Context: an optimization exercise on an open-source flow, tuned for small area. The choices shown serve that exercise and are no tape-out recipe. The RTL was checked by simulation tests, not by an equivalence proof against the original design. No driver is modelled on the clock port, so clock power and skew are understated where the tree is cut down; a real chip needs a root buffer or a tree. Power is estimated from default activity; no workload was simulated.

==> module traffic_light, before the edit <==
module traffic_light(
    input  logic       clk, reset, start,
    output logic [1:0] light_color
);
    logic [2:0] k, k_n;
    logic [1:0] c_n;
    assign k_n[0] = (k[1] & ~k[2] & start & ~reset) | (k[0] & k[2] & ~start & ~reset) | (k[0] & ~k[2] & light_color[1] & ~reset);
    assign k_n[1] = (~k[0] & ~k[1] & start & ~reset) | (k[1] & ~start & ~reset);
    assign k_n[2] = ~((~k[2] & ~light_color[0] & ~light_color[1] & ~reset) | (k[1] & start & ~reset) | (~k[0] & ~k[2] & ~reset));
    assign c_n[0] = (k[0] & ~k[2] & ~light_color[0] & ~light_color[1] & start & ~reset) | (light_color[0] & ~start & ~reset) | (~k[0] & light_color[0] & ~reset);
    assign c_n[1] = (light_color[1] & ~start) | (k[0] & light_color[0] & start) | (~k[0] & light_color[1]) | (k[2] & light_color[1]) | (reset);
    always_ff @(posedge clk) begin
        k <= k_n;
        light_color <= c_n;
    end
endmodule
export LEC_CHECK = 0
export CAP_MARGIN = 20
export CORE_MARGIN = 2
export CORE_UTILIZATION = 40
export SLEW_MARGIN = 20
create_clock -name core_clock -period 10.0 [get_ports {clk}]
standard.sh (not shown) runs the stock make flow with config.mk's settings and CLKGATE_MAP_FILE= SYNTH_SCRIPT=/design/flow/synth_recipe.tcl, a recipe that flattens the netlist after the stock synthesis.
==> flow/flow/run.sh <==
#!/bin/bash
# The standard layout (standard.sh) with three changes:
# - synthesis maps with area-oriented ABC scripts, keeping the smallest
#   result (flow/synth.tcl,
#   flow/abc_scripts.txt),
# - each port gets the smallest buffer (buf_1),
# - the clock tree is built without dummy load cells, and without its
#   root buffer, with leaf buffers sized to their loads (flow/post_cts.tcl).
set -euo pipefail
W=$PWD
export AREA_ABC_SCRIPTS=$W/flow/abc_scripts.txt
export AREA_ABC_TMP=$W
export FLOW_SYNTH_TCL=$W/synth_recipe.tcl
export BUFFER_PORTS_ARGS="-buffer_cell sky130_fd_sc_hd__buf_1"
export CTS_ARGS="-sink_clustering_enable -repair_clock_nets -dont_use_dummy_load"
export POST_CTS_TCL=$W/flow/post_cts.tcl
sed "s|SYNTH_SCRIPT=[^ ]*|SYNTH_SCRIPT=$W/flow/synth.tcl|" standard.sh > area_standard.sh
bash area_standard.sh > standard.log 2>&1
Other scripts of this flow, unchanged in this note and not shown: flow/flow/abc_scripts.txt, flow/flow/post_cts.tcl, flow/flow/synth.tcl
The starting point finished clean.
Edit:
--- a/flow/design.v
+++ b/flow/design.v
@@ -2,15 +2,15 @@
     input  logic       clk, reset, start,
     output logic [1:0] light_color
 );
     logic [2:0] k, k_n;
     logic [1:0] c_n;
-    assign k_n[0] = (k[1] & ~k[2] & start & ~reset) | (k[0] & k[2] & ~start & ~reset) | (k[0] & ~k[2] & light_color[1] & ~reset);
-    assign k_n[1] = (~k[0] & ~k[1] & start & ~reset) | (k[1] & ~start & ~reset);
-    assign k_n[2] = ~((~k[2] & ~light_color[0] & ~light_color[1] & ~reset) | (k[1] & start & ~reset) | (~k[0] & ~k[2] & ~reset));
-    assign c_n[0] = (k[0] & ~k[2] & ~light_color[0] & ~light_color[1] & start & ~reset) | (light_color[0] & ~start & ~reset) | (~k[0] & light_color[0] & ~reset);
-    assign c_n[1] = (light_color[1] & ~start) | (k[0] & light_color[0] & start) | (~k[0] & light_color[1]) | (k[2] & light_color[1]) | (reset);
+    assign k_n[0] = ~((k[1] & ~k[2] & ~light_color[0] & ~light_color[1] & ~reset) | (~k[0] & ~start & ~reset) | (k[1] & k[2] & start & ~reset));
+    assign k_n[1] = ~((~k[1] & ~start & ~reset) | (k[1] & ~k[2] & ~light_color[0] & ~reset) | (~k[0] & start & ~reset));
+    assign k_n[2] = ~((~k[1] & ~k[2] & ~reset) | (~k[0] & ~k[1] & start & ~reset));
+    assign c_n[0] = ~((~light_color[0] & ~start) | (~k[1] & ~light_color[0]) | (k[2] & ~light_color[0]) | (reset) | (light_color[1]) | (k[1] & ~k[2] & light_color[0] & start));
+    assign c_n[1] = (light_color[1] & ~start) | (k[1] & ~k[2] & light_color[0] & start) | (~k[1] & light_color[1]) | (k[2] & light_color[1]) | (reset);
     always_ff @(posedge clk) begin
         k <= k_n;
         light_color <= c_n;
     end
 endmodule
After rerunning: Clock-buffer cell count stays the same; routed wire length climbs by about 10%; worst hold slack gains 0.0069 ns; combinational power climbs by about 9%; clock power drops by about 2%; sequential share of layout area drops by 1.4 points; non-clock buffer count climbs by 1; global-route usage climbs by 1.3 points; critical path depth climbs by 1; design area climbs by about 3%; setup slack gains 0.53 ns.

==> afterwards: timing with drivers on the ports <==
The results above use ideal ports. As a check the final layouts listed here were re-extracted and re-timed, cells and wires unchanged.
Step 1, drivers: a clkbuf_16 drives clk and a buf_2 each remaining input, both assumed.
Step 2 moves the port delays by t, midway between the first and last clock arrival at a register: inputs arrive t later, outputs are due t later. That takes back most of the time a late clock gives input paths.
Three values: ideal ports, drivers, drivers and shift; two values: the first two.
run	t, ns	slack for setup (ns)	cell pins on the clock port's net
the first run	0.188	6.260 / 6.282 / 6.095	4
the second run	0.188	6.795 / 6.825 / 6.638	4
After both steps setup and hold are still met in every run listed. The setup slack of the first run, which loses most, moves by +0.022 ns with the drivers and by -0.165 ns with both steps.
